This is an optimization exercise on Yosys and OpenROAD, whose aim is small area, a short achievable clock period and few clock cycles, not a production implementation.
In this exercise RTL edits were held to simulation tests only and were not proved equivalent to the original.
Power and IR drop assume default switching activity.

--- design/flow/config.mk ---
export PLATFORM = sky130hd
export DESIGN_NAME = LASER
export DESIGN_NICKNAME = LASER
export VERILOG_FILES = /design/flow/design.v
export SDC_FILE = /design/flow/constraint.sdc
export NUM_CORES = 4
export LEC_CHECK = 0
export ABC_AREA = 1
export CAP_MARGIN = 20
export CORE_MARGIN = 2
export CORE_UTILIZATION = 40
export SLEW_MARGIN = 20
--- design/flow/constraint.sdc ---
create_clock -name core_clock -period 13.0 [get_ports {CLK}]
set_input_delay 2.6000 -clock core_clock [delete_from_list [all_inputs] [get_ports {CLK}]]
set_output_delay 2.6000 -clock core_clock [all_outputs]
set_load 0.01 [all_outputs]
--- design/flow/design.v ---
module LASER (
input CLK,
input RST,
input [3:0] X,
input [3:0] Y,
output reg [3:0] C1X,
output reg [3:0] C1Y,
output reg [3:0] C2X,
output reg [3:0] C2Y,
output reg DONE
);
localparam NC = 12;
localparam PW = 11;    
localparam [3:0] LASTROW = 4'd7;
integer i;
genvar gj, gk;
function [3:0] nextrow;
    input [3:0] r;
    case (r)
        4'd13: nextrow = 4'd12;
        4'd12: nextrow = 4'd11;
        4'd11: nextrow = 4'd10;
        4'd10: nextrow = 4'd9;
        4'd9:  nextrow = 4'd8;
        4'd8:  nextrow = 4'd6;
        4'd6:  nextrow = 4'd3;
        4'd3:  nextrow = 4'd2;
        4'd2:  nextrow = 4'd5;
        4'd5:  nextrow = 4'd4;
        4'd4:  nextrow = 4'd7;
        default: nextrow = 4'd13;
    endcase
endfunction
reg         ld;          
reg  [5:0]  lcnt;
reg         srun;        
reg         smask;       
reg  [3:0]  row0;
reg         run;         
reg         mcyc;        
reg  [3:0]  row;
reg  [NC-1:0] colsel;
reg  [2:0]  pass;        
reg  [3:0]  gx, gy;
reg  [159:0] RX, RY;
reg  [39:0]  MK;
reg  [119:0] CL;         
wire [39:0]  cov;
wire [39:0]  mk_n = mcyc ? {cov[38:0], cov[39]} : {MK[38:0], MK[39] & ~ld};
wire [3:0]   hx = ld ? (X ^ {1'b0, X[3:1]}) : RX[159:156];    
wire [3:0]   hy = ld ? Y : RY[159:156];
wire [159:0] ry_n = {RY[155:0], hy};
always @ (posedge CLK) begin
    RX <= {RX[155:0], hx};
    RY <= ry_n;
    MK <= mk_n;
end
wire [119:0] cl_n;
generate
for (gj = 0; gj < 40; gj = gj + 1) begin : s0
    laser_cls u (.py(ry_n[4*gj +: 4]), .row(row0), .g(~(mk_n[gj] & ~smask)), .cl(cl_n[3*gj +: 3]));
end
endgenerate
always @ (posedge CLK)
    CL <= cl_n;
wire [NC*40-1:0] hit;     
generate
for (gj = 0; gj < 40; gj = gj + 1) begin : s1
    wire [NC-1:0] ind;
    laser_ind u (.e(RX[4*gj +: 4]), .cl(CL[3*gj +: 3]), .ind(ind));
    for (gk = 0; gk < NC; gk = gk + 1) begin : h
        assign hit[gk*40+gj] = ind[gk];
    end
    assign cov[gj] = |(ind & colsel);
end
endgenerate
reg  [PW-1:0] P [0:NC-1];
reg  [3:0]  p1row;
reg         p1v, p1first, p1last;
wire        squash;
generate
for (gj = 0; gj < NC; gj = gj + 1) begin : pa
    wire [PW-1:0] part;
    laser_pc40a u (.in(hit[gj*40+39:gj*40]), .out(part));
    always @ (posedge CLK)
        P[gj] <= part;
end
endgenerate
always @ (posedge CLK)
    p1row <= row;
always @ (posedge CLK or posedge RST)
    if (RST) begin
        p1v <= 1'b0;
        p1first <= 1'b0;
        p1last <= 1'b0;
    end else begin
        p1v <= run & ~squash;
        p1first <= run & (row == 4'd13);
        p1last <= run & (row == LASTROW);
    end
reg  [5:0]  CNT [0:NC-1];
reg  [3:0]  r1row;
reg         r1v, r1first, r1last, r1eq;
generate
for (gj = 0; gj < NC; gj = gj + 1) begin : pb
    wire [5:0] c;
    laser_pc40b u (.in(P[gj]), .cnt(c));
    always @ (posedge CLK)
        CNT[gj] <= c;
end
endgenerate
wire [3:0] oldx = pass[0] ? C2X : C1X;
wire [3:0] oldy = pass[0] ? C2Y : C1Y;
always @ (posedge CLK) begin
    r1row <= p1row;
    r1eq  <= (p1row == oldy);
end
always @ (posedge CLK or posedge RST)
    if (RST) begin
        r1v <= 1'b0;
        r1first <= 1'b0;
        r1last <= 1'b0;
    end else begin
        r1v <= p1v;
        r1first <= p1v & p1first;
        r1last <= p1v & p1last;
    end
function gt6;        
    input [5:0] a, b;
    reg gt;
    integer k;
    begin
        gt = 1'b0;
        for (k = 0; k < 6; k = k + 1)
            gt = (a[k] & ~b[k]) | (~(~a[k] & b[k]) & gt);
        gt6 = gt;
    end
endfunction
wire [5:0] wc [0:5];
wire [3:0] wx [0:5];
generate
for (gj = 0; gj < 6; gj = gj + 1) begin : t1
    wire lo = gt6(CNT[2*gj], CNT[2*gj+1]);
    assign wc[gj] = lo ? CNT[2*gj] : CNT[2*gj+1];
    assign wx[gj] = lo ? (2*gj+2) : (2*gj+3);
end
endgenerate
reg  [5:0]  gmax;
reg         geq, usnap;
reg  [5:0]  win;
reg  [5:0]  bestc;
reg  [3:0]  bestx;
reg         beat;
wire        rowgt = r1row > gy;
integer a, b;
always @ (*) begin
    for (a = 0; a < 6; a = a + 1) begin
        win[a] = 1'b1;
        for (b = 0; b < 6; b = b + 1)
            if (b < a) win[a] = win[a] & ~gt6(wc[b], wc[a]);
            else if (b > a) win[a] = win[a] & gt6(wc[a], wc[b]);
    end
    bestc = 6'd0;
    bestx = 4'd0;
    beat  = 1'b0;
    for (a = 0; a < 6; a = a + 1) begin
        bestc = bestc | ({6{win[a]}} & wc[a]);
        bestx = bestx | ({4{win[a]}} & wx[a]);
        beat  = beat  | (win[a] & (gt6(wc[a], gmax) | rowgt & ~gt6(gmax, wc[a])));
    end
end
wire        upd   = r1v & (r1first | beat);
wire [3:0]  gx_n  = upd ? bestx : gx;
wire [3:0]  gy_n  = upd ? r1row : gy;
wire        geq_n = upd ? (r1eq & (bestx == oldx)) : geq;
always @ (posedge CLK) begin
    if (upd) gmax <= bestc;
    gx  <= gx_n;
    gy  <= gy_n;
    geq <= geq_n;
end
wire pend   = r1v & r1last;     
wire fin    = pend & ((pass == 3'd5) | (pass[2] | pass[1]) & geq_n);
wire miss   = pend & (usnap | upd);   
wire snap   = srun & (row0 == LASTROW);
assign squash = fin | miss;
always @ (posedge CLK) begin
    if (pend & ~pass[0]) begin
        C1X <= gx_n;
        C1Y <= gy_n;
    end
    if (pend & pass[0]) begin
        C2X <= gx_n;
        C2Y <= gy_n;
    end
    if (snap | miss)
        colsel <= 12'd1 << (gx_n - 4'd2);
    usnap <= ~snap & (usnap | upd);
end
always @ (posedge CLK or posedge RST)
    if (RST) begin
        ld    <= 1'b1;
        lcnt  <= 6'd0;
        srun  <= 1'b0;
        smask <= 1'b0;
        row0  <= 4'd13;
        run   <= 1'b0;
        mcyc  <= 1'b0;
        row   <= 4'd13;
        pass  <= 3'd0;
        DONE  <= 1'b0;
    end else begin
        DONE <= fin;
        run  <= (ld & (lcnt == 6'd39)) | (srun & ~squash);
        mcyc <= smask & ~squash;
        row  <= row0;
        if (pend)
            pass <= pass + 3'd1;
        if (DONE) begin
            ld   <= 1'b1;
            lcnt <= 6'd0;
        end else if (ld) begin
            lcnt <= lcnt + 6'd1;
            if (lcnt == 6'd39) begin
                ld   <= 1'b0;
                srun <= 1'b1;
                row0 <= nextrow(4'd13);
                pass <= 3'd0;
            end
        end else if (fin) begin
            srun  <= 1'b0;
            smask <= 1'b0;
            row0  <= 4'd13;
        end else if (miss | snap) begin
            srun  <= 1'b0;
            smask <= 1'b1;
            row0  <= gy_n;
        end else if (smask) begin
            smask <= 1'b0;
            srun  <= 1'b1;
            row0  <= 4'd13;
        end else if (srun)
            row0 <= nextrow(row0);
    end
endmodule
module laser_fa (input a, input b, input c, output s, output co);
    assign s  = a ^ b ^ c;
    assign co = (a & b) | (c & (a ^ b));
endmodule
module laser_ha (input a, input b, output s, output co);
    assign s  = a ^ b;
    assign co = a & b;
endmodule
module laser_cls(py, row, g, cl);
input [3:0] py;
wire [3:0] py;
input [3:0] row;
wire [3:0] row;
input g;
wire g;
output [2:0] cl;
wire [2:0] cl;
wire _00_;
wire _01_;
wire _02_;
wire _03_;
wire _04_;
wire _05_;
wire _06_;
wire _07_;
wire _08_;
wire _09_;
wire _10_;
wire _11_;
wire _12_;
wire _13_;
wire _14_;
wire _15_;
wire _16_;
wire _17_;
wire _18_;
wire _19_;
wire _20_;
wire _21_;
wire _22_;
wire _23_;
wire _24_;
wire _25_;
wire _26_;
wire _27_;
wire _28_;
wire _29_;
  assign _00_ = (~(py[3]));
  assign _01_ = (~(_00_)) | (~(row[3]));
  assign _02_ = (~(py[2]));
  assign _03_ = (~(row[2])&~(_02_));
  assign _04_ = (~(row[3])&~(_00_));
  assign _05_ = (~(_03_)&~(_04_)) | (~(_01_));
  assign _06_ = (~(py[1]));
  assign _07_ = (~(row[0]));
  assign _08_ = (~(_07_)) | (~(py[0]));
  assign _09_ = ((_06_)&(_08_)) | ((_06_)&(row[1])) | ((_08_)&(row[1]));
  assign _10_ = (~(py[0])&~(_07_));
  assign _11_ = (~(_06_)&~(row[1])&~(_10_));
  assign _12_ = (~(_06_)&~(_11_)) | (~(row[1])&~(_11_)) | (~(_08_)&~(_11_));
  assign _13_ = (~(_12_));
  assign _14_ = (~(_08_));
  assign _15_ = (~(_10_)&~(_14_));
  assign _16_ = (~(_15_));
  assign _17_ = (~(_16_)&~(_13_));
  assign _18_ = (~(_17_));
  assign _19_ = (~(_02_)) | (~(row[2]));
  assign _20_ = (~(_19_));
  assign _21_ = (~(_03_)&~(_20_)) | (~(_05_)) | (~(_09_)) | (~(_18_));
  assign _22_ = (~(_01_)&~(_03_)) | (~(g));
  assign _23_ = (~(_04_)&~(_22_)) | (~(_19_)&~(_22_));
  assign _24_ = (~(_05_)&~(_09_)) | (~(_23_)) | (~(_21_));
  assign _25_ = (~(_03_)&~(_20_));
  assign _26_ = (~(_13_)) | (~(_16_)) | (~(_25_));
  assign _27_ = (~(_13_)&~(_25_)) | (~(_26_));
  assign cl[1] = (~(_27_)&~(_24_));
  assign _28_ = (~(_17_)) | (~(_25_));
  assign _29_ = (~(_18_)) | (~(_27_));
  assign cl[0] = (~(_28_)&~(_24_)) | (~(_29_)&~(_24_));
  assign cl[2] = (~(_24_));
endmodule
module laser_ind(e, cl, ind);
input [3:0] e;
wire [3:0] e;
input [2:0] cl;
wire [2:0] cl;
output [11:0] ind;
wire [11:0] ind;
wire _00_;
wire _01_;
wire _02_;
wire _03_;
wire _04_;
wire _05_;
wire _06_;
wire _07_;
wire _08_;
wire _09_;
wire _10_;
wire _11_;
wire _12_;
wire _13_;
wire _14_;
wire _15_;
wire _16_;
wire _17_;
wire _18_;
wire _19_;
wire _20_;
wire _21_;
wire _22_;
wire _23_;
wire _24_;
wire _25_;
wire _26_;
wire _27_;
wire _28_;
wire _29_;
wire _30_;
wire _31_;
wire _32_;
  assign _00_ = (~(e[3]));
  assign _01_ = (~(e[2]));
  assign _02_ = (~(cl[0]));
  assign _03_ = (~(e[0]));
  assign _04_ = (~(_03_)) | (~(_02_));
  assign _05_ = (~(_04_)&~(cl[1])) | (~(e[1])&~(cl[1]));
  assign _06_ = (~(e[1])&~(e[0]));
  assign _07_ = (~(_02_)&~(_05_)) | (~(_06_)&~(_05_));
  assign _08_ = (~(e[1]));
  assign _09_ = (~(cl[1]));
  assign _10_ = (~(_03_)&~(_02_));
  assign _11_ = (~(_10_));
  assign _12_ = (~(e[0])&~(_11_)) | (~(e[0])&~(_08_)) | (~(_09_)&~(_11_)) | (~(_09_)&~(_08_));
  assign _13_ = (~(_11_)) | (~(_09_));
  assign _14_ = (~(_13_)&~(_12_)) | (~(cl[2]));
  assign _15_ = (~(_01_)&~(_07_)) | ((_14_));
  assign ind[10] = (~(_00_)&~(_15_));
  assign _16_ = (~(e[2])&~(_07_)) | ((_14_));
  assign _17_ = (~(_08_)) | (~(_03_)) | (~(e[2])) | (~(cl[0]));
  assign ind[9] = (~(_00_)&~(_16_)) | (~(_17_)&~(_16_));
  assign _18_ = (~(cl[2]));
  assign _19_ = (~(_05_)&~(_18_)) | (~(_02_)&~(_18_));
  assign _20_ = (~(e[2])&~(_12_)) | (~(_19_));
  assign _21_ = (~(_02_)&~(_09_)) | (~(e[0])&~(_09_));
  assign _22_ = (~(_21_)) | (~(e[2])) | (~(_08_));
  assign ind[8] = (~(_00_)&~(_20_)) | (~(_22_)&~(_20_));
  assign _23_ = (~(_01_)&~(_09_));
  assign _24_ = (~(_03_)&~(_23_)) | (~(_08_)&~(_10_));
  assign _25_ = (~(_22_)) | (~(_03_)) | (~(_02_));
  assign _26_ = (~(_08_)&~(_23_)) | (~(_25_));
  assign _27_ = (~(_26_)) | (~(_02_));
  assign _28_ = (~(_01_)&~(_18_));
  assign _29_ = (~(e[1])&~(_27_)) | (~(e[1])&~(_28_)) | (~(cl[2])&~(_27_)) | (~(_21_)&~(_27_)) | (~(cl[2])&~(_28_)) | (~(_21_)&~(_28_));
  assign ind[7] = (~(_00_)&~(_29_)) | (~(_24_)&~(_29_));
  assign _30_ = (~(e[0])&~(_08_)&~(_02_)&~(_18_));
  assign _31_ = (~(_06_)&~(_13_)) | (~(_28_)&~(_30_));
  assign ind[6] = (~(_26_)&~(_31_)) | (~(_00_)&~(_31_));
  assign ind[5] = (~(_26_)&~(_31_)) | (~(e[3])&~(_31_));
  assign ind[4] = (~(e[3])&~(_29_)) | (~(_24_)&~(_29_));
  assign ind[3] = (~(e[3])&~(_20_)) | (~(_22_)&~(_20_));
  assign ind[2] = (~(e[3])&~(_16_)) | (~(_17_)&~(_16_));
  assign ind[1] = (~(e[3])&~(_15_));
  assign _32_ = (~(_01_)&~(_12_)) | (~(_19_));
  assign ind[0] = (~(e[3])&~(_32_));
  assign ind[11] = (~(_00_)&~(_32_));
endmodule
module laser_pc40a (input [39:0] in, output [10:0] out);
  wire s0, c0; laser_fa u0 (.a(in[0]), .b(in[1]), .c(in[2]), .s(s0), .co(c0));
  wire s1, c1; laser_fa u1 (.a(in[3]), .b(in[4]), .c(in[5]), .s(s1), .co(c1));
  wire s2, c2; laser_fa u2 (.a(in[6]), .b(in[7]), .c(in[8]), .s(s2), .co(c2));
  wire s3, c3; laser_fa u3 (.a(in[9]), .b(in[10]), .c(in[11]), .s(s3), .co(c3));
  wire s4, c4; laser_fa u4 (.a(in[12]), .b(in[13]), .c(in[14]), .s(s4), .co(c4));
  wire s5, c5; laser_fa u5 (.a(in[15]), .b(in[16]), .c(in[17]), .s(s5), .co(c5));
  wire s6, c6; laser_fa u6 (.a(in[18]), .b(in[19]), .c(in[20]), .s(s6), .co(c6));
  wire s7, c7; laser_fa u7 (.a(in[21]), .b(in[22]), .c(in[23]), .s(s7), .co(c7));
  wire s8, c8; laser_fa u8 (.a(in[24]), .b(in[25]), .c(in[26]), .s(s8), .co(c8));
  wire s9, c9; laser_fa u9 (.a(in[27]), .b(in[28]), .c(in[29]), .s(s9), .co(c9));
  wire s10, c10; laser_fa u10 (.a(in[30]), .b(in[31]), .c(in[32]), .s(s10), .co(c10));
  wire s11, c11; laser_fa u11 (.a(in[33]), .b(in[34]), .c(in[35]), .s(s11), .co(c11));
  wire s12, c12; laser_fa u12 (.a(in[36]), .b(in[37]), .c(in[38]), .s(s12), .co(c12));
  wire s13, c13; laser_fa u13 (.a(s0), .b(s1), .c(s2), .s(s13), .co(c13));
  wire s14, c14; laser_fa u14 (.a(s3), .b(s4), .c(s5), .s(s14), .co(c14));
  wire s15, c15; laser_fa u15 (.a(s6), .b(s7), .c(s8), .s(s15), .co(c15));
  wire s16, c16; laser_fa u16 (.a(s9), .b(s10), .c(s11), .s(s16), .co(c16));
  wire s17, c17; laser_fa u17 (.a(c0), .b(c1), .c(c2), .s(s17), .co(c17));
  wire s18, c18; laser_fa u18 (.a(c3), .b(c4), .c(c5), .s(s18), .co(c18));
  wire s19, c19; laser_fa u19 (.a(c6), .b(c7), .c(c8), .s(s19), .co(c19));
  wire s20, c20; laser_fa u20 (.a(c9), .b(c10), .c(c11), .s(s20), .co(c20));
  wire s21, c21; laser_fa u21 (.a(s13), .b(s14), .c(s15), .s(s21), .co(c21));
  wire s22, c22; laser_fa u22 (.a(s16), .b(s12), .c(in[39]), .s(s22), .co(c22));
  wire s23, c23; laser_fa u23 (.a(c13), .b(c14), .c(c15), .s(s23), .co(c23));
  wire s24, c24; laser_fa u24 (.a(c16), .b(s17), .c(s18), .s(s24), .co(c24));
  wire s25, c25; laser_fa u25 (.a(s19), .b(s20), .c(c12), .s(s25), .co(c25));
  wire s26, c26; laser_fa u26 (.a(c17), .b(c18), .c(c19), .s(s26), .co(c26));
  wire s27, c27; laser_fa u27 (.a(c21), .b(c22), .c(s23), .s(s27), .co(c27));
  wire s28, c28; laser_fa u28 (.a(c23), .b(c24), .c(c25), .s(s28), .co(c28));
  assign out[0] = s21;    
  assign out[1] = s22;    
  assign out[2] = s27;    
  assign out[3] = s24;    
  assign out[4] = s25;    
  assign out[5] = c27;    
  assign out[6] = s28;    
  assign out[7] = s26;    
  assign out[8] = c20;    
  assign out[9] = c28;    
  assign out[10] = c26;    
endmodule
module laser_pc40b (input [10:0] in, output [5:0] cnt);
  wire s0, c0; laser_fa u0 (.a(in[2]), .b(in[3]), .c(in[4]), .s(s0), .co(c0));
  wire s1, c1; laser_fa u1 (.a(in[5]), .b(in[6]), .c(in[7]), .s(s1), .co(c1));
  wire s2, c2; laser_fa u2 (.a(c0), .b(s1), .c(in[8]), .s(s2), .co(c2));
  wire s3, c3; laser_fa u3 (.a(c1), .b(in[9]), .c(in[10]), .s(s3), .co(c3));
  wire s4, c4; laser_ha u4 (.a(in[0]), .b(in[1]), .s(s4), .co(c4));
  wire s5, c5; laser_ha u5 (.a(s0), .b(c4), .s(s5), .co(c5));
  wire s6, c6; laser_ha u6 (.a(s2), .b(c5), .s(s6), .co(c6));
  wire s7, c7; laser_fa u7 (.a(c2), .b(s3), .c(c6), .s(s7), .co(c7));
  wire s8, c8; laser_ha u8 (.a(c3), .b(c7), .s(s8), .co(c8));
  assign cnt[0] = s4;
  assign cnt[1] = s5;
  assign cnt[2] = s6;
  assign cnt[3] = s7;
  assign cnt[4] = s8;
  assign cnt[5] = c8;
endmodule
--- design/flow/flow/run.sh ---
#!/bin/bash
# The standard layout (the standard.sh), except that
#  * synthesis swaps in cell netlists for the per-point blocks and the
#    adders (swap.tcl), and
#  * ORFS's timing repair (after floorplan, CTS and global routing) works
#    towards a setup slack of MARGIN ns at the design's clock period,
#    instead of only to a slack of 0, so that it sizes up the cells of the
#    longest paths.
set -euo pipefail
MARGIN=9.2
here=$(cd "$(dirname "$0")" && pwd)
work=$(dirname "$here")
cd "$work"
sed "s#^make -C #make SYNTH_CANONICALIZE_TCL=$here/swap.tcl SETUP_SLACK_MARGIN=$MARGIN MATCH_CELL_FOOTPRINT=0 -C #" standard.sh > swapped_standard.sh
grep -q "SYNTH_CANONICALIZE_TCL=" swapped_standard.sh
bash swapped_standard.sh > make.log 2>&1
--- design/flow/flow/gates.v ---
// Cell netlists of the per-point blocks and the adders, swapped in for the
// RTL modules of the same names (made by gen/premap.sh from gen/blocks.v).
module laser_fa (input a, input b, input c, output s, output co);
    sky130_fd_sc_hd__fa_1 u (.A(a), .B(b), .CIN(c), .SUM(s), .COUT(co));
endmodule

module laser_ha (input a, input b, output s, output co);
    sky130_fd_sc_hd__ha_1 u (.A(a), .B(b), .SUM(s), .COUT(co));
endmodule

module laser_cls(py, row, g, cl);
  input [3:0] py;
  wire [3:0] py;
  input [3:0] row;
  wire [3:0] row;
  input g;
  wire g;
  output [2:0] cl;
  wire [2:0] cl;
  wire _00_;
  wire _01_;
  wire _02_;
  wire _03_;
  wire _04_;
  wire _05_;
  wire _06_;
  wire _07_;
  wire _08_;
  wire _09_;
  wire _10_;
  wire _11_;
  wire _12_;
  wire _13_;
  wire _14_;
  wire _15_;
  wire _16_;
  wire _17_;
  wire _18_;
  wire _19_;
  wire _20_;
  wire _21_;
  wire _22_;
  wire _23_;
  wire _24_;
  wire _25_;
  wire _26_;
  wire _27_;
  wire _28_;
  wire _29_;
  sky130_fd_sc_hd__clkinv_1 _30_ (
    .A(py[3]),
    .Y(_00_)
  );
  sky130_fd_sc_hd__nand2_1 _31_ (
    .A(_00_),
    .B(row[3]),
    .Y(_01_)
  );
  sky130_fd_sc_hd__clkinv_1 _32_ (
    .A(py[2]),
    .Y(_02_)
  );
  sky130_fd_sc_hd__nor2_1 _33_ (
    .A(row[2]),
    .B(_02_),
    .Y(_03_)
  );
  sky130_fd_sc_hd__nor2_1 _34_ (
    .A(row[3]),
    .B(_00_),
    .Y(_04_)
  );
  sky130_fd_sc_hd__o21ai_0 _35_ (
    .A1(_03_),
    .A2(_04_),
    .B1(_01_),
    .Y(_05_)
  );
  sky130_fd_sc_hd__clkinv_1 _36_ (
    .A(py[1]),
    .Y(_06_)
  );
  sky130_fd_sc_hd__clkinv_1 _37_ (
    .A(row[0]),
    .Y(_07_)
  );
  sky130_fd_sc_hd__nand2_1 _38_ (
    .A(_07_),
    .B(py[0]),
    .Y(_08_)
  );
  sky130_fd_sc_hd__maj3_1 _39_ (
    .A(_06_),
    .B(_08_),
    .C(row[1]),
    .X(_09_)
  );
  sky130_fd_sc_hd__nor2_1 _40_ (
    .A(py[0]),
    .B(_07_),
    .Y(_10_)
  );
  sky130_fd_sc_hd__nor3_1 _41_ (
    .A(_06_),
    .B(row[1]),
    .C(_10_),
    .Y(_11_)
  );
  sky130_fd_sc_hd__a31oi_1 _42_ (
    .A1(_06_),
    .A2(row[1]),
    .A3(_08_),
    .B1(_11_),
    .Y(_12_)
  );
  sky130_fd_sc_hd__clkinv_1 _43_ (
    .A(_12_),
    .Y(_13_)
  );
  sky130_fd_sc_hd__clkinv_1 _44_ (
    .A(_08_),
    .Y(_14_)
  );
  sky130_fd_sc_hd__nor2_1 _45_ (
    .A(_10_),
    .B(_14_),
    .Y(_15_)
  );
  sky130_fd_sc_hd__clkinv_1 _46_ (
    .A(_15_),
    .Y(_16_)
  );
  sky130_fd_sc_hd__nor2_1 _47_ (
    .A(_16_),
    .B(_13_),
    .Y(_17_)
  );
  sky130_fd_sc_hd__clkinv_1 _48_ (
    .A(_17_),
    .Y(_18_)
  );
  sky130_fd_sc_hd__nand2_1 _49_ (
    .A(_02_),
    .B(row[2]),
    .Y(_19_)
  );
  sky130_fd_sc_hd__clkinv_1 _50_ (
    .A(_19_),
    .Y(_20_)
  );
  sky130_fd_sc_hd__o2111ai_1 _51_ (
    .A1(_03_),
    .A2(_20_),
    .B1(_05_),
    .C1(_09_),
    .D1(_18_),
    .Y(_21_)
  );
  sky130_fd_sc_hd__o21ai_0 _52_ (
    .A1(_01_),
    .A2(_03_),
    .B1(g),
    .Y(_22_)
  );
  sky130_fd_sc_hd__a21oi_1 _53_ (
    .A1(_04_),
    .A2(_19_),
    .B1(_22_),
    .Y(_23_)
  );
  sky130_fd_sc_hd__o211ai_1 _54_ (
    .A1(_05_),
    .A2(_09_),
    .B1(_23_),
    .C1(_21_),
    .Y(_24_)
  );
  sky130_fd_sc_hd__nor2_1 _55_ (
    .A(_03_),
    .B(_20_),
    .Y(_25_)
  );
  sky130_fd_sc_hd__nand3_1 _56_ (
    .A(_13_),
    .B(_16_),
    .C(_25_),
    .Y(_26_)
  );
  sky130_fd_sc_hd__o21ai_0 _57_ (
    .A1(_13_),
    .A2(_25_),
    .B1(_26_),
    .Y(_27_)
  );
  sky130_fd_sc_hd__nor2_1 _58_ (
    .A(_27_),
    .B(_24_),
    .Y(cl[1])
  );
  sky130_fd_sc_hd__nand2_1 _59_ (
    .A(_17_),
    .B(_25_),
    .Y(_28_)
  );
  sky130_fd_sc_hd__nand2_1 _60_ (
    .A(_18_),
    .B(_27_),
    .Y(_29_)
  );
  sky130_fd_sc_hd__a21oi_1 _61_ (
    .A1(_28_),
    .A2(_29_),
    .B1(_24_),
    .Y(cl[0])
  );
  sky130_fd_sc_hd__clkinv_1 _62_ (
    .A(_24_),
    .Y(cl[2])
  );
endmodule

module laser_ind(e, cl, ind);
  input [3:0] e;
  wire [3:0] e;
  input [2:0] cl;
  wire [2:0] cl;
  output [11:0] ind;
  wire [11:0] ind;
  wire _00_;
  wire _01_;
  wire _02_;
  wire _03_;
  wire _04_;
  wire _05_;
  wire _06_;
  wire _07_;
  wire _08_;
  wire _09_;
  wire _10_;
  wire _11_;
  wire _12_;
  wire _13_;
  wire _14_;
  wire _15_;
  wire _16_;
  wire _17_;
  wire _18_;
  wire _19_;
  wire _20_;
  wire _21_;
  wire _22_;
  wire _23_;
  wire _24_;
  wire _25_;
  wire _26_;
  wire _27_;
  wire _28_;
  wire _29_;
  wire _30_;
  wire _31_;
  wire _32_;
  sky130_fd_sc_hd__clkinv_1 _33_ (
    .A(e[3]),
    .Y(_00_)
  );
  sky130_fd_sc_hd__clkinv_1 _34_ (
    .A(e[2]),
    .Y(_01_)
  );
  sky130_fd_sc_hd__clkinv_1 _35_ (
    .A(cl[0]),
    .Y(_02_)
  );
  sky130_fd_sc_hd__clkinv_1 _36_ (
    .A(e[0]),
    .Y(_03_)
  );
  sky130_fd_sc_hd__nand2_1 _37_ (
    .A(_03_),
    .B(_02_),
    .Y(_04_)
  );
  sky130_fd_sc_hd__a21oi_1 _38_ (
    .A1(_04_),
    .A2(e[1]),
    .B1(cl[1]),
    .Y(_05_)
  );
  sky130_fd_sc_hd__nor2_1 _39_ (
    .A(e[1]),
    .B(e[0]),
    .Y(_06_)
  );
  sky130_fd_sc_hd__a21oi_1 _40_ (
    .A1(_02_),
    .A2(_06_),
    .B1(_05_),
    .Y(_07_)
  );
  sky130_fd_sc_hd__clkinv_1 _41_ (
    .A(e[1]),
    .Y(_08_)
  );
  sky130_fd_sc_hd__clkinv_1 _42_ (
    .A(cl[1]),
    .Y(_09_)
  );
  sky130_fd_sc_hd__nor2_1 _43_ (
    .A(_03_),
    .B(_02_),
    .Y(_10_)
  );
  sky130_fd_sc_hd__clkinv_1 _44_ (
    .A(_10_),
    .Y(_11_)
  );
  sky130_fd_sc_hd__a22oi_1 _45_ (
    .A1(e[0]),
    .A2(_09_),
    .B1(_11_),
    .B2(_08_),
    .Y(_12_)
  );
  sky130_fd_sc_hd__nand2_1 _46_ (
    .A(_11_),
    .B(_09_),
    .Y(_13_)
  );
  sky130_fd_sc_hd__o21ai_0 _47_ (
    .A1(_13_),
    .A2(_12_),
    .B1(cl[2]),
    .Y(_14_)
  );
  sky130_fd_sc_hd__o21bai_1 _48_ (
    .A1(_01_),
    .A2(_07_),
    .B1_N(_14_),
    .Y(_15_)
  );
  sky130_fd_sc_hd__nor2_1 _49_ (
    .A(_00_),
    .B(_15_),
    .Y(ind[10])
  );
  sky130_fd_sc_hd__o21bai_1 _50_ (
    .A1(e[2]),
    .A2(_07_),
    .B1_N(_14_),
    .Y(_16_)
  );
  sky130_fd_sc_hd__nand4_1 _51_ (
    .A(_08_),
    .B(_03_),
    .C(e[2]),
    .D(cl[0]),
    .Y(_17_)
  );
  sky130_fd_sc_hd__a21oi_1 _52_ (
    .A1(_00_),
    .A2(_17_),
    .B1(_16_),
    .Y(ind[9])
  );
  sky130_fd_sc_hd__clkinv_1 _53_ (
    .A(cl[2]),
    .Y(_18_)
  );
  sky130_fd_sc_hd__a21oi_1 _54_ (
    .A1(_05_),
    .A2(_02_),
    .B1(_18_),
    .Y(_19_)
  );
  sky130_fd_sc_hd__o21ai_0 _55_ (
    .A1(e[2]),
    .A2(_12_),
    .B1(_19_),
    .Y(_20_)
  );
  sky130_fd_sc_hd__a21oi_1 _56_ (
    .A1(_02_),
    .A2(e[0]),
    .B1(_09_),
    .Y(_21_)
  );
  sky130_fd_sc_hd__nand3_1 _57_ (
    .A(_21_),
    .B(e[2]),
    .C(_08_),
    .Y(_22_)
  );
  sky130_fd_sc_hd__a21oi_1 _58_ (
    .A1(_00_),
    .A2(_22_),
    .B1(_20_),
    .Y(ind[8])
  );
  sky130_fd_sc_hd__nor2_1 _59_ (
    .A(_01_),
    .B(_09_),
    .Y(_23_)
  );
  sky130_fd_sc_hd__o22ai_1 _60_ (
    .A1(_08_),
    .A2(_10_),
    .B1(_03_),
    .B2(_23_),
    .Y(_24_)
  );
  sky130_fd_sc_hd__nand3_1 _61_ (
    .A(_22_),
    .B(_03_),
    .C(_02_),
    .Y(_25_)
  );
  sky130_fd_sc_hd__o21ai_0 _62_ (
    .A1(_08_),
    .A2(_23_),
    .B1(_25_),
    .Y(_26_)
  );
  sky130_fd_sc_hd__nand2_1 _63_ (
    .A(_26_),
    .B(_02_),
    .Y(_27_)
  );
  sky130_fd_sc_hd__nor2_1 _64_ (
    .A(_01_),
    .B(_18_),
    .Y(_28_)
  );
  sky130_fd_sc_hd__a32oi_1 _65_ (
    .A1(e[1]),
    .A2(cl[2]),
    .A3(_21_),
    .B1(_27_),
    .B2(_28_),
    .Y(_29_)
  );
  sky130_fd_sc_hd__a21oi_1 _66_ (
    .A1(_00_),
    .A2(_24_),
    .B1(_29_),
    .Y(ind[7])
  );
  sky130_fd_sc_hd__nor4_1 _67_ (
    .A(e[0]),
    .B(_08_),
    .C(_02_),
    .D(_18_),
    .Y(_30_)
  );
  sky130_fd_sc_hd__o22ai_1 _68_ (
    .A1(_28_),
    .A2(_30_),
    .B1(_06_),
    .B2(_13_),
    .Y(_31_)
  );
  sky130_fd_sc_hd__a21oi_1 _69_ (
    .A1(_26_),
    .A2(_00_),
    .B1(_31_),
    .Y(ind[6])
  );
  sky130_fd_sc_hd__a21oi_1 _70_ (
    .A1(_26_),
    .A2(e[3]),
    .B1(_31_),
    .Y(ind[5])
  );
  sky130_fd_sc_hd__a21oi_1 _71_ (
    .A1(e[3]),
    .A2(_24_),
    .B1(_29_),
    .Y(ind[4])
  );
  sky130_fd_sc_hd__a21oi_1 _72_ (
    .A1(e[3]),
    .A2(_22_),
    .B1(_20_),
    .Y(ind[3])
  );
  sky130_fd_sc_hd__a21oi_1 _73_ (
    .A1(e[3]),
    .A2(_17_),
    .B1(_16_),
    .Y(ind[2])
  );
  sky130_fd_sc_hd__nor2_1 _74_ (
    .A(e[3]),
    .B(_15_),
    .Y(ind[1])
  );
  sky130_fd_sc_hd__o21ai_0 _75_ (
    .A1(_01_),
    .A2(_12_),
    .B1(_19_),
    .Y(_32_)
  );
  sky130_fd_sc_hd__nor2_1 _76_ (
    .A(e[3]),
    .B(_32_),
    .Y(ind[0])
  );
  sky130_fd_sc_hd__nor2_1 _77_ (
    .A(_00_),
    .B(_32_),
    .Y(ind[11])
  );
endmodule
--- design/flow/flow/swap.tcl ---
# Sourced by ORFS's synthesis (SYNTH_CANONICALIZE_TCL), after reading the
# design: replaces the RTL of the per-point blocks and of the adders with
# their cell netlists in gates.v (the same logic, mapped by gen/premap.sh),
# so that synthesis keeps those cells as they are.  The top module, and so
# every register, is untouched.
foreach m {laser_fa laser_ha laser_cls laser_ind} {
    delete $m
}
read_verilog [file join [file dirname [info script]] gates.v]
hierarchy -check -top $::env(DESIGN_NAME)
--- design/flow/standard.sh ---
#!/bin/bash
# synth_recipe.tcl (not shown) runs the flow's synth.tcl, then flattens the netlist and writes it again
# the make line also repeats each setting of config.mk as NAME=value (left out here)
make -C /OpenROAD-flow-scripts/flow DESIGN_CONFIG=/design/flow/config.mk WORK_HOME=/design/flow/orfs CLKGATE_MAP_FILE= SYNTH_SCRIPT=/design/flow/synth_recipe.tcl "${@:-finish}"
==> notes.md, run 1 <==
CTS Buf Count=88; Clock Latency Late Sink=0.69 ns; Reg area=0.01590 mm²; worst slew pin tran=0.9588 ns; final hold slack=0.3383 ns; DRC viols=0; initial antenna violation count=1; delay-heaviest family, CP=adder cells; io pins=27; slew margin rel.=35.85%; clock share of power=52.9%; final instance area=0.05549 mm²; Die Ht=349.6 µm; Crit Path Class=reg2reg; sequential power share=47.0%; fin worst setup slack=9.161 ns; CTS tree=yes; Psw=0.001086 W; yosys warns=5; FMAX=260.5 MHz; Iter 0 DRT Violations=4294; Switching Share=21.61%; synth unique cells=62; Die Footprint=0.1222 mm²; starting density of the core=40.41%; Routed Wire Length=168500 µm; placed cell areas=0.04984 mm²; required time worst endpoint=13.54 ns; ys async rst share=3.786%; EDFF count, synth=34; CP cell instances=clkinvlp_4 > a21oi_2 > nand3_2 > nand3_1 > o21ai_0 > nand2_1 > a32oi_2 > a21oi_2 > fa_1 > fa_2 > fa_1 > fa_1; CP Buf/Inv Count=1; Core ar.=0.1182 mm²; Area contributors post-synth=dfxtp_1, fa_1, nand2_1, a21oi_1, clkinv_1; CP max FO=7; largest net degree at the start of global routing=65; Final Hold Fails=0; CTS Sinks=766; most used cell, CP=fa_1; Tcrit/Tclk final=29.53%; vias post-DR=43990; Max Slew Vio Count=0; Post-synth top cells=nand2_1, clkinv_1, nor2_1; GRT Overall Usage=26.83%; Multi-input gate area=0.03009 mm²; routed length per placed instance=21.66 µm; top-count cell post-synth=nand2_1; Leak Pwr=22.34 nW; root buffer cell=clkbuf_16; Synth top area share=29.46%; Setup Skew=0.03687 ns; post-detailed-route count of antenna-violating nets=0; max_cap viols=0; Antenna Cells=0; Final Net Count=6653; Combinational Power Share=0.1%; placement row count=126; non-filler instance count after layout=7780; syn nets=6512; post-DP HPWL=128400 µm; CP endpoint kind=register; Post-Syn Instances=6029; Post-Place Worst Slack=8.500 ns; outcome=complete, no violations; Longest Clk Path Bufs=3; vias in the first global route=41200; Synth area leader=dfxtp_1; CTS H-tree depth=3; PortBufs=26; number of synthesized register bits=766; CP max-delay cell=fa_2; final RePlAce weighted congestion=1.049; Mean Syn Cell Area=7.924 µm²; data arrival time of the worst path=4.37 ns; first-pass GRT wire length=249100 µm; Synth-to-Final Area Change=16.14%; pwr dens=90.57 mW/mm²; grt ovf=0; First-pass DRT Iterations=6; Setup TNS=0 ns; Die W=349.6 µm; placed insts=7543; mapped cell area=0.04777 mm²; Seq/Total Area, Yosys=33.13%; internal cell power=0.003939 W; Critical Path Start Type=register; main flop type after synthesis=dfxtp_1; RSZ-0062 raised after global routing=yes; share of cells above drive strength 1=14.45%; clk slew on worst S/H paths=0.06 ns; crit-path max cell delay=0.55 ns; fillers=11360; Peak VDD IR=77.93 µV; routed vias/inst=5.654; Hold WC Path Type=reg2reg; min Tclk post-route=3.839 ns; Finish-stage setup viols=0
[metrics by stage]
step                util [%]  power, W
floorplan                  -  0.002417
global route           46.93  0.005172
CTS                    45.33  0.005074
detailed placement     42.15  0.002421
finish                 46.93  0.005025
global placement       42.15  0.002421
[layout by cell type (no fill, tap or decap), types with 46 or more instances in the layout]
master     count
o21bai_1      81
nand3_1      196
a31oi_1       55
clkbuf_16     90
a21oi_2      201
o22ai_1      111
a221oi_1      73
buf_4         82
clkinv_1     655
inv_2         66
nand4_1       71
nand2_2       46
nor2_1       630
nor3_1        46
a21oi_1      408
o21ai_0      324
dfxtp_1      663
ha_1          64
nor2_2        68
a22o_1        55
nand2_1      999
inv_1        176
fa_1         379
[path summary, 6_finish.rpt]
path | from | endpoint | slack, ns | depth (start not counted)
setup / recovery | CL[30] | P[7][2] | 9.16 | 12
hold / removal | RY[115] | RY[119] | 0.34 | 0
setup reg to reg | CL[30] | P[7][2] | 9.16 | 12
hold reg to reg | RY[115] | RY[119] | 0.34 | 0
max in group asynchronous | RST | ld | 10.37 | 3
min in group asynchronous | RST | pass[2] | 2.31 | 3
[sequential cells by signal (all words and copies together), names as in the netlist, 6 cells and up]
| name | count |
|---|---|
| colsel | 12 |
| RX | 160 |
| CNT | 72 |
| lcnt | 6 |
| RY | 160 |
| MK | 40 |
| gmax | 6 |
| CL | 120 |
| P | 132 |
[layout make-up]
| type | instances | share of cell area, % |
|---|---|---|
| clock inverter | 52 | 1.157 |
| sequential | 766 | 28.65 |
| tap | 1536 | 3.464 |
| timing repair buffer | 117 | 1.662 |
| multi-input combinational | 4277 | 54.23 |
| inverter | 920 | 6.391 |
| clock buffer | 112 | 4.442 |
[per-layer routing]
layer	wire length, µm	vias up	track usage (%)
met3	13110	411	4.773
li1	-	20710	-
met2	75210	1981	42.72
met4	8652	0	12.47
met5	0	-	0
met1	71510	20890	35.43
[repair_timing]
action                                 in CTS  in global routing
resized for setup                         239                405
gates cloned                                1                  6
setup endpoints to repair                  91                101
hold buffers                                0                  0
setup buffers                               9                 57
endpoints found under the hold margin       0                  0
pin swaps                                   7                 42
[power groups by stage]
| stage | clock, W | combinational, W | sequential, W |
|---|---|---|---|
| after floorplan | 0 | 0.00000210 | 0.00241 |
| after global placement | 0 | 0.00000607 | 0.00241 |
| after detailed placement | 0 | 0.00000605 | 0.00241 |
| after CTS | 0.00270 | 0.00000612 | 0.00236 |
| after global routing | 0.00280 | 0.00000653 | 0.00236 |
| final | 0.00266 | 0.00000590 | 0.00236 |
[cells by family (layout without fill, tap and decap cells)]
kind of cell,Yosys count,count (layout),share of synthesized area [%]
AO/OA/AOI/OAI,1568,1569,20.00
XOR/XNOR,9,9,0.2043
adder cells (fa/ha/maj),513,513,19.64
buffers and inverters,993,1201,7.917
flip-flops,766,766,33.13
AND/OR/NAND/NOR,2180,2186,19.11
Testbench counts, summed over its fixed seeds: cycles 11,144.
==> run 2: changes to the inputs <==
--- a/design/flow/flow/run.sh
+++ b/design/flow/flow/run.sh
@@ -7,7 +7,7 @@
 #    instead of only to a slack of 0, so that it sizes up the cells of the
 #    longest paths.
 set -euo pipefail
-MARGIN=9.2
+MARGIN=9.35
 here=$(cd "$(dirname "$0")" && pwd)
 work=$(dirname "$here")
 cd "$work"
--- a/design/flow/config.mk
+++ b/design/flow/config.mk
@@ -9,4 +9,6 @@
 export CAP_MARGIN = 20
 export CORE_MARGIN = 2
 export CORE_UTILIZATION = 40
+export CTS_CLUSTER_DIAMETER = 100
+export CTS_CLUSTER_SIZE = 22
 export SLEW_MARGIN = 20
==> notes.md, run 2 <==
Critical Path Start Type=register (unchanged); Core ar.=0.1182 mm² (unchanged); final instance area=0.05554 mm² (was 0.05549 mm²); slew margin rel.=35.15% (was 35.85%); largest net degree at the start of global routing=58 (was 65); Top Registers=RX x160, RY x160, P x132 (unchanged); placed cell areas=0.04984 mm² (about the same); top-count cell post-synth=nand2_1 (unchanged); internal cell power=0.003032 W (was 0.003939 W); crit-path max cell delay=0.41 ns (was 0.55 ns); syn nets=6512 (unchanged); Routed Wire Length=169500 µm (was 168500 µm); Die Ht=349.6 µm (unchanged); mapped cell area=0.04777 mm² (unchanged); setup slack, reg-to-reg=9.23 ns (was 9.16 ns); Max Slew Vio Count=0 (unchanged); CP max-delay cell=edfxtp_1 (was fa_2); Longest Clk Path Bufs=3 (unchanged); Synth top area share=29.46% (unchanged); delay-heaviest family, CP=flip-flops (was adder cells); final RePlAce weighted congestion=1.003 (was 1.049); Seq/Total Area, Yosys=33.13% (unchanged); main flop type after synthesis=dfxtp_1 (unchanged); io pins=27 (unchanged); hold_buf cts=0 (unchanged); Peak VDD IR=82.10 µV (was 77.93 µV); final hold slack=0.3544 ns (was 0.3383 ns); clock share of power=39.6% (was 52.9%); First-pass DRT Iterations=8 (was 6); most frequent cells in the layout=nand2_1, dfxtp_1, clkinv_1 (unchanged); Psw=0.0008692 W (was 0.001086 W); routed length per placed instance=21.85 µm (was 21.66 µm); synth unique cells=62 (unchanged); post-DP HPWL=129200 µm (was 128400 µm); placement row count=126 (unchanged); vias post-DR=43870 (was 43990); EDFF count, synth=34 (unchanged); Antenna Cells=0 (unchanged); Area contributors post-synth=dfxtp_1, fa_1, nand2_1, a21oi_1, clkinv_1 (unchanged); CP max FO=2 (was 7); Switching Share=22.28% (was 21.61%); CTS Buf Count=44 (was 88); Iter 0 DRT Violations=4694 (was 4294); Synth area leader=dfxtp_1 (unchanged); data arrival time of the worst path=1.21 ns (was 4.37 ns); RSZ-0062 raised after global routing=yes (unchanged); Die Footprint=0.1222 mm² (unchanged); share of cells above drive strength 1=19.51% (was 14.45%); Setup TNS=0 ns (unchanged); CP cell instances=buf_2 (was clkinvlp_4 > a21oi_2 > nand3_2 > nand3_1 > o21ai_0 > nand2_1 > a32oi_2 > a21oi_2 > fa_1 > fa_2 > fa_1 > fa_1); Mean Syn Cell Area=7.924 µm² (unchanged); GRT Overall Usage=26.89% (was 26.83%); routed vias/inst=5.653 (was 5.654); DRC viols=0 (unchanged); vias in the first global route=40700 (was 41200); CP endpoint kind=output port (was register); worst slew pin tran=0.9727 ns (was 0.9588 ns); root buffer cell=clkbuf_16 (unchanged); PortBufs=26 (unchanged); Finish-stage setup viols=0 (unchanged); pwr dens=70.25 mW/mm² (was 90.57 mW/mm²); CTS H-tree depth=2 (was 3); ys async rst share=3.786% (unchanged); Combinational Power Share=0.2% (was 0.1%); number of synthesized register bits=766 (unchanged); starting density of the core=40.41% (unchanged); FMAX=262.7 MHz (was 260.5 MHz); Crit Path Class=reg2out (was reg2reg); Tcrit/Tclk final=29.28% (was 29.53%); Die W=349.6 µm (unchanged); commonest non-fill, non-tap cell in the layout=nand2_1 (unchanged); CTS tree=yes (unchanged); Hold WC Path Type=reg2reg (unchanged); min Tclk post-route=3.806 ns (was 3.839 ns); Setup Skew=0.06299 ns (was 0.03687 ns); Final Hold Fails=0 (unchanged); Post-Syn Instances=6029 (unchanged); yosys warns=5 (unchanged); clk slew on worst S/H paths=0.09 ns (was 0.06 ns); grt ovf=0 (unchanged); sequential power share=60.3% (was 47.0%); Leak Pwr=22.19 nW (was 22.34 nW); first-pass GRT wire length=249700 µm (was 249100 µm); required time worst endpoint=10.40 ns (was 13.54 ns); outcome=complete, no violations (unchanged); CP Buf/Inv Count=1 (unchanged); Clock Latency Late Sink=0.67 ns (was 0.69 ns); Synth-to-Final Area Change=16.25% (was 16.14%); Final Net Count=6689 (was 6653); CTS Sinks=766 (unchanged); Post-synth top cells=nand2_1, clkinv_1, nor2_1 (unchanged); post-detailed-route count of antenna-violating nets=0 (unchanged); initial antenna violation count=2 (was 1); max_cap viols=0 (unchanged)
run 2: cell count changes in the layout (fill, tap and decap cells not counted), sizes merged:
cell,delta
clkinvlp,+9
bufinv,-10
clkinv,-81
clkbuf,-62
inv,+41
dlymetal6s2s,+1
buf,+81
nand2,+2
clkdlybuf4s50,-1
run 2: worst paths after layout:
kind	start	endpoint	cells past startpoint
worst max-delay path	C2Y[3]	C2Y[3]	1
worst min-delay path	RY[91]	RY[95]	0
worst max register to register	CNT[11][1]	colsel[7]	32
worst min register to register	RY[91]	RY[95]	0
max in group asynchronous	RST	row[3]	3
min in group asynchronous	RST	p1v	3
run 2: final cells by class:
class	count	area (µm²)
Fill cell	11350	62700
Tap cell	1536	1922
Multi-Input combinational cell	4279	31100
Timing Repair Buffer	195	1539
Clock buffer	53	1176
Clock inverter	11	145.1
Inverter	920	3600
Sequential cell	766	16050
run 2: timing repair:
action | CTS | global route
hold endpoints to repair | 0 | 0
buffers inserted | 49 | 96
setup endpoints to repair | 114 | 109
cloned | 4 | 5
pin swaps | 43 | 131
resized for setup | 514 | 575
run 2: metal layers:
metal	track usage, %	wire length [µm]
met5	0	0
met4	11.51	8206
met3	4.587	12690
met2	42.71	75890
met1	36.11	72750
run 2: kinds of logic (layout without fill, tap and decap cells):
logic type	after synthesis	in the layout	share of synthesized area (%)
flip-flops	766	766	33.13
AO/OA/AOI/OAI	1568	1569	20.00
AND/OR/NAND/NOR	2180	2188	19.11
adder cells (fa/ha/maj)	513	513	19.64
XOR/XNOR	9	9	0.2043
buffers and inverters	993	1179	7.917
run 2: power by group through the flow:
stage	combinational (W)	sequential [W]	clock [W]
6_report	0.00000687	0.00235	0.00154
5_1_grt	0.00000761	0.00235	0.00167
2_1_floorplan	0.00000210	0.00241	0
3_3_place_gp	0.00000706	0.00241	0
3_5_place_dp	0.00000700	0.00241	0
4_1_cts	0.00000707	0.00236	0.00159
run 2: stage by stage:
stage	std cells	total power (W)	setup slack (ns)	utilization [%]
CTS	7659	0.003960	9.159	44.82
global placement	7542	0.002422	8.517	42.15
detailed placement	7542	0.002422	8.487	42.15
global route	7760	0.004027	8.967	46.97
finish	7760	0.003902	9.194	46.97
floorplan	6029	0.002417	9.315	-
==> run 3: changes to the inputs <==
--- a/design/flow/flow/run.sh
+++ b/design/flow/flow/run.sh
@@ -7,7 +7,7 @@
 #    instead of only to a slack of 0, so that it sizes up the cells of the
 #    longest paths.
 set -euo pipefail
-MARGIN=9.35
+MARGIN=9.2
 here=$(cd "$(dirname "$0")" && pwd)
 work=$(dirname "$here")
 cd "$work"
--- a/design/flow/config.mk
+++ b/design/flow/config.mk
@@ -8,7 +8,7 @@
 export ABC_AREA = 1
 export CAP_MARGIN = 20
 export CORE_MARGIN = 2
-export CORE_UTILIZATION = 40
+export CORE_UTILIZATION = 60
 export CTS_CLUSTER_DIAMETER = 100
 export CTS_CLUSTER_SIZE = 22
 export SLEW_MARGIN = 20
==> notes.md, run 3 <==
delay-heaviest family, CP=adder cells (was flip-flops); CTS Sinks=766 (unchanged); Die W=286.2 µm (was 349.6 µm); CP max FO=6 (was 2); FMAX=260.0 MHz (was 262.7 MHz); Synth top area share=29.46% (unchanged); slew margin rel.=32.97% (was 35.15%); required time worst endpoint=13.48 ns (was 10.40 ns); PortBufs=26 (unchanged); Critical Path Start Type=register (unchanged); Met1 Routed Length=65580 µm (was 72750 µm); pwr dens=71.36 mW/mm² (was 70.25 mW/mm²); final hold slack=0.3566 ns (was 0.3544 ns); CTS tree=yes (unchanged); post-detailed-route count of antenna-violating nets=0 (unchanged); yosys warns=5 (unchanged); grt ovf=0 (unchanged); routed vias/inst=6.166 (was 5.653); final RePlAce weighted congestion=1.062 (was 1.003); top-count cell post-synth=nand2_1 (unchanged); top layer in use=met4 (unchanged); number of synthesized register bits=766 (unchanged); Pwr Total=0.003850 W (was 0.003902 W); synth unique cells=62 (unchanged); CP endpoint kind=register (was output port); most frequent cells in the layout=nand2_1, clkinv_1, dfxtp_1 (was nand2_1, dfxtp_1, clkinv_1); Core ar.=0.07887 mm² (was 0.1182 mm²); crit-path max cell delay=0.66 ns (was 0.41 ns); placement row count=103 (was 126); RSZ-0062 raised after global routing=yes (unchanged); Seq/Total Area, Yosys=33.13% (unchanged); met2 WL post-DR=70900 µm (was 75890 µm); Top Registers=RX x160, RY x160, P x132 (unchanged); CTS H-tree depth=2 (unchanged); post-DP HPWL=122400 µm (was 129200 µm); min Tclk post-route=3.846 ns (was 3.806 ns); DRC viols=0 (unchanged); worst slew pin tran=1.006 ns (was 0.9727 ns); CP max-delay cell=fa_1 (was edfxtp_1); io pins=27 (unchanged); Leak Pwr=21.89 nW (was 22.19 nW); Peak VDD IR=101.2 µV (was 82.10 µV); Clock Latency Late Sink=0.64 ns (was 0.67 ns); vias in the first global route=41260 (was 40700); clk slew on worst S/H paths=0.09 ns (about the same); initial antenna violation count=1 (was 2); syn nets=6512 (unchanged); First-pass DRT Iterations=9 (was 8); EDFF count, synth=34 (unchanged); Setup Skew=0.05280 ns (was 0.06299 ns); root buffer cell=clkbuf_16 (unchanged); first-pass GRT wire length=240500 µm (was 249700 µm); Max Slew Vio Count=0 (unchanged); Die Ht=286.2 µm (was 349.6 µm); starting density of the core=60.57% (was 40.41%); Iter 0 DRT Violations=5449 (was 4694); max_cap viols=0 (unchanged); CP cell instances=clkinvlp_4 > nand3_1 > nand3_1 > o21ai_0 > nand2_1 > a32oi_2 > a21oi_2 > fa_1 > fa_2 > fa_1 > fa_1 (was buf_2); placed insts=7057 (was 7542); Setup TNS=0 ns (unchanged); Die Footprint=0.08190 mm² (was 0.1222 mm²); Final Net Count=6669 (was 6689); Crit Path Class=reg2reg (was reg2out); Routed Wire Length=163000 µm (was 169500 µm); Mean Syn Cell Area=7.924 µm² (unchanged); Longest Clk Path Bufs=3 (unchanged); Area contributors post-synth=dfxtp_1, fa_1, nand2_1, a21oi_1, clkinv_1 (unchanged); fin worst setup slack=9.154 ns (was 9.194 ns); outcome=complete, no violations (unchanged); GRT Overall Usage=38.43% (was 26.89%); Tcrit/Tclk final=29.59% (was 29.28%); CTS Buf Count=43 (was 44); data arrival time of the worst path=4.32 ns (was 1.21 ns); mapped cell area=0.04777 mm² (unchanged); main flop type after synthesis=dfxtp_1 (unchanged); met3 routed WL=16290 µm (was 12690 µm); Antenna Cells=0 (unchanged); hold_buf cts=0 (unchanged); non-filler instance count after layout=7246 (was 7760); routed length per placed instance=22.49 µm (was 21.85 µm); Post-Place Worst Slack=8.647 ns (was 8.487 ns); Synth-to-Final Area Change=12.93% (was 16.25%); largest net degree at the start of global routing=65 (was 58); Post-Syn Instances=6029 (unchanged); Final Hold Fails=0 (unchanged); vias post-DR=44680 (was 43870); Finish-stage setup viols=0 (unchanged); share of cells above drive strength 1=15.45% (was 19.51%); Post-synth top cells=nand2_1, clkinv_1, nor2_1 (unchanged); commonest non-fill, non-tap cell in the layout=nand2_1 (unchanged); most used cell, CP=fa_1; CP Buf/Inv Count=1 (unchanged); Synth area leader=dfxtp_1 (unchanged); ys async rst share=3.786% (unchanged); Hold WC Path Type=reg2reg (unchanged)
-- run 3: worst paths after layout --
kind	from	to	slack [ns]	cells past startpoint
min	RY[114]	RY[118]	0.36	0
max reg2reg	RX[37]	P[4][2]	9.15	11
max in group asynchronous	RST	ld	10.32	3
max	RX[37]	P[4][2]	9.15	11
min in group asynchronous	RST	run	2.36	3
min reg2reg	RY[114]	RY[118]	0.36	0
-- run 3: kinds of logic (layout without fill, tap and decap cells) --
kind of cell | count (synthesis) | in the layout | synth area share, %
compound gates | 1568 | 1569 | 20.00
xor+xnor | 9 | 9 | 0.2043
fa+ha+maj | 513 | 513 | 19.64
buf+inv | 993 | 1153 | 7.917
flops | 766 | 766 | 33.13
simple gates | 2180 | 2186 | 19.11
-- run 3: cell type report --
cell class,instances,area (µm²)
Clock inverter,6,111.4
Multi-Input combinational cell,4277,30490
Clock buffer,49,1141
Fill cell,6451,24920
Inverter,920,3588
Tap cell,1050,1314
Sequential cell,766,15950
Timing Repair Buffer,178,1361
-- run 3: through the flow --
step,util [%],instance area [µm²]
CTS,64.98,51250
floorplan,-,47780
global placement,62.42,49230
finish,68.41,53950
global route,68.41,53950
detailed placement,62.42,49230
-- run 3: power breakdown --
part           internal (W)   total (W)  switching (W)
clock              0.000656     0.00149       0.000831
sequential          0.00236     0.00236              0
combinational    0.00000317  0.00000588     0.00000270
total               0.00302     0.00385       0.000834
-- run 3: worst reg2reg max path: stages (launching register included) --
cell and delay, ns:
dfxtp_2 0.42, clkinvlp_4 0.17, nand3_1 0.18, nand3_1 0.09, o21ai_0 0.19, nand2_1 0.16
a32oi_2 0.28, a21oi_2 0.11, fa_1 0.66, fa_2 0.51, fa_1 0.44, fa_1 0.49
-- run 3: metal layers --
| metal | vias to the layer above | GRT usage, % |
|---|---|---|
| met5 | - | 0 |
| met1 | 20890 | 51.65 |
| met3 | 554 | 7.727 |
| met2 | 2611 | 59.04 |
| li1 | 20630 | - |
| met4 | 0 | 19.99 |
-- run 3: timing repair --
item | in CTS | in global routing
gates resized for setup | 211 | 590
cloned | 0 | 7
buffers inserted | 29 | 98
setup endpoints to repair | 82 | 100
pin swaps | 11 | 84
hold endpoints to repair | 0 | 0
==> run 4: changes to the inputs <==
--- a/design/flow/config.mk
+++ b/design/flow/config.mk
@@ -8,7 +8,7 @@
 export ABC_AREA = 1
 export CAP_MARGIN = 20
 export CORE_MARGIN = 2
-export CORE_UTILIZATION = 60
+export CORE_UTILIZATION = 40
 export CTS_CLUSTER_DIAMETER = 100
 export CTS_CLUSTER_SIZE = 22
 export SLEW_MARGIN = 20
==> notes.md, run 4 <==
fin worst setup slack=9.115 ns (was 9.154 ns); placed cell areas=0.04984 mm² (was 0.04923 mm²); syn nets=6512 (unchanged); Longest Clk Path Bufs=3 (unchanged); pwr dens=74.26 mW/mm² (was 71.36 mW/mm²); Routed Wire Length=166900 µm (was 163000 µm); initial antenna violation count=2 (was 1); Post-synth top cells=nand2_1, clkinv_1, nor2_1 (unchanged); Iter 0 DRT Violations=4196 (was 5449); Top Registers=RX x160, RY x160, P x132 (unchanged); most frequent cells in the layout=nand2_1, clkinv_1, dfxtp_1 (unchanged); main flop type after synthesis=dfxtp_1 (unchanged); internal cell power=0.003128 W (was 0.003016 W); Finish-stage setup viols=0 (unchanged); final instance area=0.05406 mm² (was 0.05395 mm²); Clock Latency Late Sink=0.67 ns (was 0.64 ns); share of cells above drive strength 1=13.51% (was 15.45%); First-pass DRT Iterations=8 (was 9); FMAX=257.4 MHz (was 260.0 MHz); outcome=complete, no violations (unchanged); first-pass GRT wire length=246800 µm (was 240500 µm); Tcrit/Tclk final=29.88% (was 29.59%); routed vias/inst=5.650 (was 6.166); Critical Path Start Type=register (unchanged); Post-Syn Instances=6029 (unchanged); Psw=0.0008867 W (was 0.0008337 W); placement row count=126 (was 103); largest family of logic cells by synthesized area=compound AO/OA/AOI/OAI gates (unchanged); Peak VDD IR=81.82 µV (was 101.2 µV); Hold WC Path Type=reg2reg (unchanged); Combinational Power Share=0.1% (was 0.2%); vias in the first global route=40590 (was 41260); Synth area leader=dfxtp_1 (unchanged); Final Net Count=6635 (was 6669); PortBufs=26 (unchanged); clock share of power=41.1% (was 38.6%); Reg area=0.01593 mm² (was 0.01595 mm²); Synth Area in Compound Gates=20.00% (unchanged); min Tclk post-route=3.885 ns (was 3.846 ns); fillers=11500 (was 6451); Setup Skew=0.02753 ns (was 0.05280 ns); Synth top area share=29.46% (unchanged); Setup TNS=0 ns (unchanged); largest net degree at the start of global routing=65 (unchanged); sequential power share=58.7% (was 61.2%); mapped cell area=0.04777 mm² (unchanged); hold_buf cts=0 (unchanged); Switching Share=22.09% (was 21.65%); Multi-input gate area=0.03003 mm² (was 0.03049 mm²); CP max-delay cell=fa_1 (unchanged); Final Hold Fails=0 (unchanged); simple-gate portion of the synthesized area=19.11% (unchanged); CTS H-tree depth=2 (unchanged); post-detailed-route count of antenna-violating nets=0 (unchanged); adder-cell share of the synthesized area=19.64% (unchanged); routed length per placed instance=21.65 µm (was 22.49 µm); post-DP HPWL=128400 µm (was 122400 µm); io pins=27 (unchanged); Die Footprint=0.1222 mm² (was 0.08190 mm²); RSZ-0062 raised after global routing=yes (unchanged); Leak Pwr=21.75 nW (was 21.89 nW); most used cell, CP=fa_1 (unchanged); Crit Path Class=reg2reg (unchanged); starting density of the core=40.41% (was 60.57%); post-layout util=45.72% (was 68.41%); Max Slew Vio Count=0 (unchanged); Post-Place Worst Slack=8.500 ns (was 8.647 ns); number of synthesized register bits=766 (unchanged); required time worst endpoint=13.54 ns (was 13.48 ns); CTS Sinks=766 (unchanged); xor/xnor share of the synthesized area=0.2043% (unchanged); top-count cell post-synth=nand2_1 (unchanged); Seq/Total Area, Yosys=33.13% (unchanged); CTS Buf Count=45 (was 43); GRT Overall Usage=26.56% (was 38.43%); CTS tree=yes (unchanged); mux contribution to synthesized area=0% (unchanged); Die Ht=349.6 µm (was 286.2 µm); grt ovf=0 (unchanged); yosys warns=5 (unchanged); Core ar.=0.1182 mm² (was 0.07887 mm²); Synth-to-Final Area Change=13.16% (was 12.93%); Antenna Cells=0 (unchanged); Pwr Total=0.004015 W (was 0.003850 W); final RePlAce weighted congestion=1.049 (was 1.062); Area contributors post-synth=dfxtp_1, fa_1, nand2_1, a21oi_1, clkinv_1 (unchanged); EDFF count, synth=34 (unchanged); synth unique cells=62 (unchanged); Die W=349.6 µm (was 286.2 µm); CP cell instances=clkinvlp_4 > a21oi_1 > nand3_2 > nand3_1 > o21ai_0 > nand2_1 > a32oi_2 > a21oi_2 > fa_1 > fa_2 > fa_1 > fa_1 (was clkinvlp_4 > nand3_1 > nand3_1 > o21ai_0 > nand2_1 > a32oi_2 > a21oi_2 > fa_1 > fa_2 > fa_1 > fa_1); vias post-DR=43570 (was 44680); Mean Syn Cell Area=7.924 µm² (unchanged); ys async rst share=3.786% (unchanged); clk slew on worst S/H paths=0.09 ns (about the same); CP endpoint kind=register (unchanged); CP max FO=5 (was 6); crit-path max cell delay=0.52 ns (was 0.66 ns); slew margin rel.=30.35% (was 32.97%); commonest non-fill, non-tap cell in the layout=nand2_1 (unchanged); root buffer cell=clkbuf_16 (unchanged); worst slew pin tran=1.041 ns (was 1.006 ns); DRC viols=0 (unchanged); max_cap viols=0 (unchanged); data arrival time of the worst path=4.43 ns (was 4.32 ns)
## run 4: cell counts after synthesis
Identical to the previous run, type by type.
## run 4: through the flow
| step | instances | hold slack [ns] |
|---|---|---|
| global placement | 7543 | 0.3441 |
| detailed placement | 7543 | 0.3445 |
| CTS | 7623 | 0.3473 |
| global route | 7711 | 0.3603 |
| finish | 7711 | 0.3528 |
| floorplan | 6029 | 0.3380 |
## run 4: critical path, delay by kind of cell (launching register included)
kind / cells / cell delay [ns]
simple gates: 3 / 0.43
fa+ha+maj: 4 / 1.99
buf+inv: 1 / 0.15
flops: 1 / 0.40
compound gates: 4 / 0.80
## run 4: power by group through the flow
stage                     clock network, W  registers, W   logic [W]
after floorplan                          0       0.00241  0.00000210
after global placement                   0       0.00241  0.00000607
after detailed placement                 0       0.00241  0.00000605
after CTS                          0.00170       0.00236  0.00000608
after global routing               0.00177       0.00236  0.00000656
final                              0.00165       0.00236  0.00000587
## run 4: layout make-up
cell class                 count  share of cell area, %
clock buffer                  54                  2.261
clock inverter                16                 0.4582
inverter                     920                  6.640
multi-input combinational   4276                  55.55
sequential                   766                  29.47
tap                         1536                  3.555
timing repair buffer         143                  2.062
## run 4: cells by family after synthesis
kind of cell / count (synthesis)
and+or+nand+nor: 2180
AOI/OAI and AO/OA: 1568
buffers and inverters: 993
DFF: 766
adders and majority gates: 513
xor gates and xnor gates: 9
## run 4: path summary, 6_finish.rpt
check,startpoint,end,slack [ns],cells past startpoint
setup / recovery,CL[90],P[4][2],9.12,12
hold / removal,RY[115],RY[119],0.35,0
setup reg to reg,CL[90],P[4][2],9.12,12
min in group asynchronous,RST,pass[0],2.31,3
hold reg to reg,RY[115],RY[119],0.35,0
max in group asynchronous,RST,row[3],10.37,3
## run 4: timing repair
item                                   in CTS  in global routing
buffers inserted                            9                 83
setup endpoints to repair                  92                103
pin swaps                                   6                 40
resized for setup                         219                441
endpoints found under the hold margin       0                  0
gates cloned                                1                  5
## run 4: routing by layer
layer  GRT usage, %  wire [µm]
met1          35.35      71510
met2          42.32      74460
met3          4.194      12300
met4          12.46       8641
met5              0          0

[static timing again, ports no longer ideal]
In the flow no input, the clock included, has a driving cell. The finished layouts below were timed again as built, in two steps. Step 1 (the two cells are an assumption about what drives the block):
set clk [get_ports {CLK}]
set_driving_cell -lib_cell sky130_fd_sc_hd__clkbuf_16 $clk
set_driving_cell -lib_cell sky130_fd_sc_hd__buf_2 [delete_from_list [all_inputs] $clk]
Step 2 also shifts input and output timing later by t, the mid clock arrival at the registers, as if the neighbouring blocks saw the same clock. Three values: ideal ports, drivers, drivers and shift; two values: the first two.
run | t (ns) | setup slack, ns | hold WS [ns] | pins driven straight from the clock port
run 1 | 0.750 | 9.161 / 9.092 / 8.657 | 0.338 / 0.338 / 0.338 | 1
run 2 | 0.719 | 9.194 / 9.117 / 8.808 | 0.354 / 0.354 / 0.354 | 1
run 3 | 0.685 | 9.154 / 9.147 / 8.758 | 0.357 / 0.357 / 0.357 | 1
run 4 | 0.736 | 9.115 / 9.100 / 8.662 | 0.353 / 0.353 / 0.353 | 1
After both steps every run listed still meets setup and hold. For run 1, which loses most, drivers alone change the setup slack by -0.069 ns; drivers and shift together by -0.504 ns.
